This is an optimization exercise on Yosys and OpenROAD, whose aim is small area and a short achievable clock period, not a production implementation.
In this exercise RTL edits were held to simulation tests only and were not proved equivalent to the original.
Power and IR drop assume default switching activity.

Design computing_core, start of the top module:
module computing_core(
    input clk,
    input reset,
    input [31:0] data_kernel,
    input [31:0] data_in_0,
    output [31:0] data_out_0,
    output en,
    output reg done
    );
For scale: ~2,300 cells after synthesis, about 100 I/O pins, about 29,000 um2 of cells after synthesis.
export LEC_CHECK = 0
export ABC_CLOCK_PERIOD_IN_PS = 2500
export CAP_MARGIN = 20
export CORE_MARGIN = 2
export CORE_UTILIZATION = 65
export CTS_CLUSTER_DIAMETER = 80
export CTS_CLUSTER_SIZE = 30
export PLACE_DENSITY = 0.75
export SETUP_SLACK_MARGIN = 5
export SLEW_MARGIN = 20
create_clock -name core_clock -period 8.0 [get_ports {clk}]
standard.sh (not shown) runs the stock make flow with config.mk's settings and CLKGATE_MAP_FILE= SYNTH_SCRIPT=/design/flow/synth_recipe.tcl, a recipe that flattens the netlist after the stock synthesis.
==> flow/flow/run.sh <==
#!/bin/bash
# Own flow: the standard layout with these changes to how the layout is made:
#  - after the standard synthesis, flow/faopt.py re-chooses the polarity of the
#    full-adder cells (a full adder is self-dual) to drop most of the inverters
#    Yosys's extract_fa leaves between them; registers and other cells are kept;
#  - the port buffers are plain buffers (buf_2) instead of the delay cells
#    buffer_ports picks by default;
#  - timing repair aims at a tighter setup margin.
# Each step's full output goes to a log file in the work folder.
set -uo pipefail
R=orfs/results/sky130hd/computing_core/base
bash standard.sh synth > synth.log 2>&1 || { tail -n 50 synth.log; exit 1; }
cp $R/1_2_yosys.v $R/1_2_yosys_standard.v
python3 flow/faopt.py $R/1_2_yosys_standard.v $R/1_2_yosys.v > faopt.log 2>&1 || { tail -n 20 faopt.log; exit 1; }
rm -f $R/1_synth.odb $R/1_synth.sdc
bash standard.sh "BUFFER_PORTS_ARGS=-buffer_cell sky130_fd_sc_hd__buf_2" SETUP_SLACK_MARGIN=5.2 finish > layout.log 2>&1 || { tail -n 50 layout.log; exit 1; }
Other scripts of this flow, unchanged in this note and not shown: flow/flow/faopt.py
The baseline completed without violations.
==> next run, changes <==
--- a/flow/flow/run.sh
+++ b/flow/flow/run.sh
@@ -15,2 +15,2 @@
 rm -f $R/1_synth.odb $R/1_synth.sdc
-bash standard.sh "BUFFER_PORTS_ARGS=-buffer_cell sky130_fd_sc_hd__buf_2" SETUP_SLACK_MARGIN=5.2 finish > layout.log 2>&1 || { tail -n 50 layout.log; exit 1; }
+bash standard.sh "BUFFER_PORTS_ARGS=-buffer_cell sky130_fd_sc_hd__buf_2" SETUP_SLACK_MARGIN=5.25 finish > layout.log 2>&1 || { tail -n 50 layout.log; exit 1; }
Settings changed: PLACE_DENSITY 0.75 to unset.
Result:
- design area rises slightly
- sequential share of layout area falls by 0.44 points
- hold slack gets worse by 6.7 ps
- global-route usage rises by 1.1 points
- wire length rises by a few percent
- synthesized area is unchanged
- power rises by a few percent
- worst setup slack gets better by 21 ps
- via count barely changes
- cell count is about the same
- maximum frequency rises slightly

---

computing_core again, from the RTL that the note above started with.
clock: 8.0 ns
lec_check: 0
abc_clock_period_in_ps: 2500
cap_margin: 20
core_margin: 2
core_utilization: 65
cts_cluster_diameter: 80
cts_cluster_size: 30
setup_slack_margin: 5
slew_margin: 20
==> flow/flow/run.sh <==
#!/bin/bash
# Own flow: the standard layout, with two changes to how the layout is made:
# the port buffers are plain buffers (buf_2) instead of the delay cells
# buffer_ports picks by default, and timing repair aims at a tighter setup margin.
# Each step's full output goes to a log file in the work folder.
set -uo pipefail
bash standard.sh synth > synth.log 2>&1 || { tail -n 50 synth.log; exit 1; }
bash standard.sh "BUFFER_PORTS_ARGS=-buffer_cell sky130_fd_sc_hd__buf_2" SETUP_SLACK_MARGIN=5.2 finish > layout.log 2>&1 || { tail -n 50 layout.log; exit 1; }
The baseline produced a clean layout.
Edit:
--- a/flow/flow/run.sh
+++ b/flow/flow/run.sh
@@ -6,3 +6,3 @@
 set -uo pipefail
 bash standard.sh synth > synth.log 2>&1 || { tail -n 50 synth.log; exit 1; }
-bash standard.sh "BUFFER_PORTS_ARGS=-buffer_cell sky130_fd_sc_hd__buf_2" SETUP_SLACK_MARGIN=5.2 finish > layout.log 2>&1 || { tail -n 50 layout.log; exit 1; }
+bash standard.sh "BUFFER_PORTS_ARGS=-buffer_cell sky130_fd_sc_hd__buf_2" SETUP_SLACK_MARGIN=5.25 finish > layout.log 2>&1 || { tail -n 50 layout.log; exit 1; }
What happened: Power came out higher slightly. Final area came out higher slightly. Flip-flop and latch count does not change. Critical path depth stays the same.

what the ideal ports hide:
How much do the figures lean on ideal ports? The routed layouts below were timed once more, with nothing changed but the port constraints.
Step 1 assumes that a clkbuf_16 drives the clock port and a buf_2 every other input.
Step 2, shift: input delay + t, output delay - t, t = (earliest + latest rising clock arrival at the registers) / 2. This alone moves slack from input paths to output paths.
Three values: ideal, step 1, step 2; two values: the first two.
| run | t, ns | setup WS [ns] | hold WS [ns] | latest minus earliest clock arrival (ns) |
|---|---|---|---|---|
| the first run of note 1 | 0.653 | 5.179 / 5.179 / 5.095 | 0.335 / 0.335 / 0.335 | 0.040 / 0.041 |
| the second run of note 1 | 0.649 | 5.200 / 5.200 / 4.908 | 0.328 / 0.328 / 0.328 | 0.036 / 0.035 |
| the first run of note 2 | 0.667 | 5.240 / 5.178 / 5.148 | 0.335 / 0.335 / 0.335 | 0.032 / 0.032 |
| the second run of note 2 | 0.673 | 5.242 / 5.182 / 5.124 | 0.331 / 0.331 / 0.331 | 0.056 / 0.055 |
After both steps setup and hold are still met in every run listed. The setup slack of the second run of note 1, which loses most, moves by 0.000 ns with the drivers and by -0.292 ns with both steps.
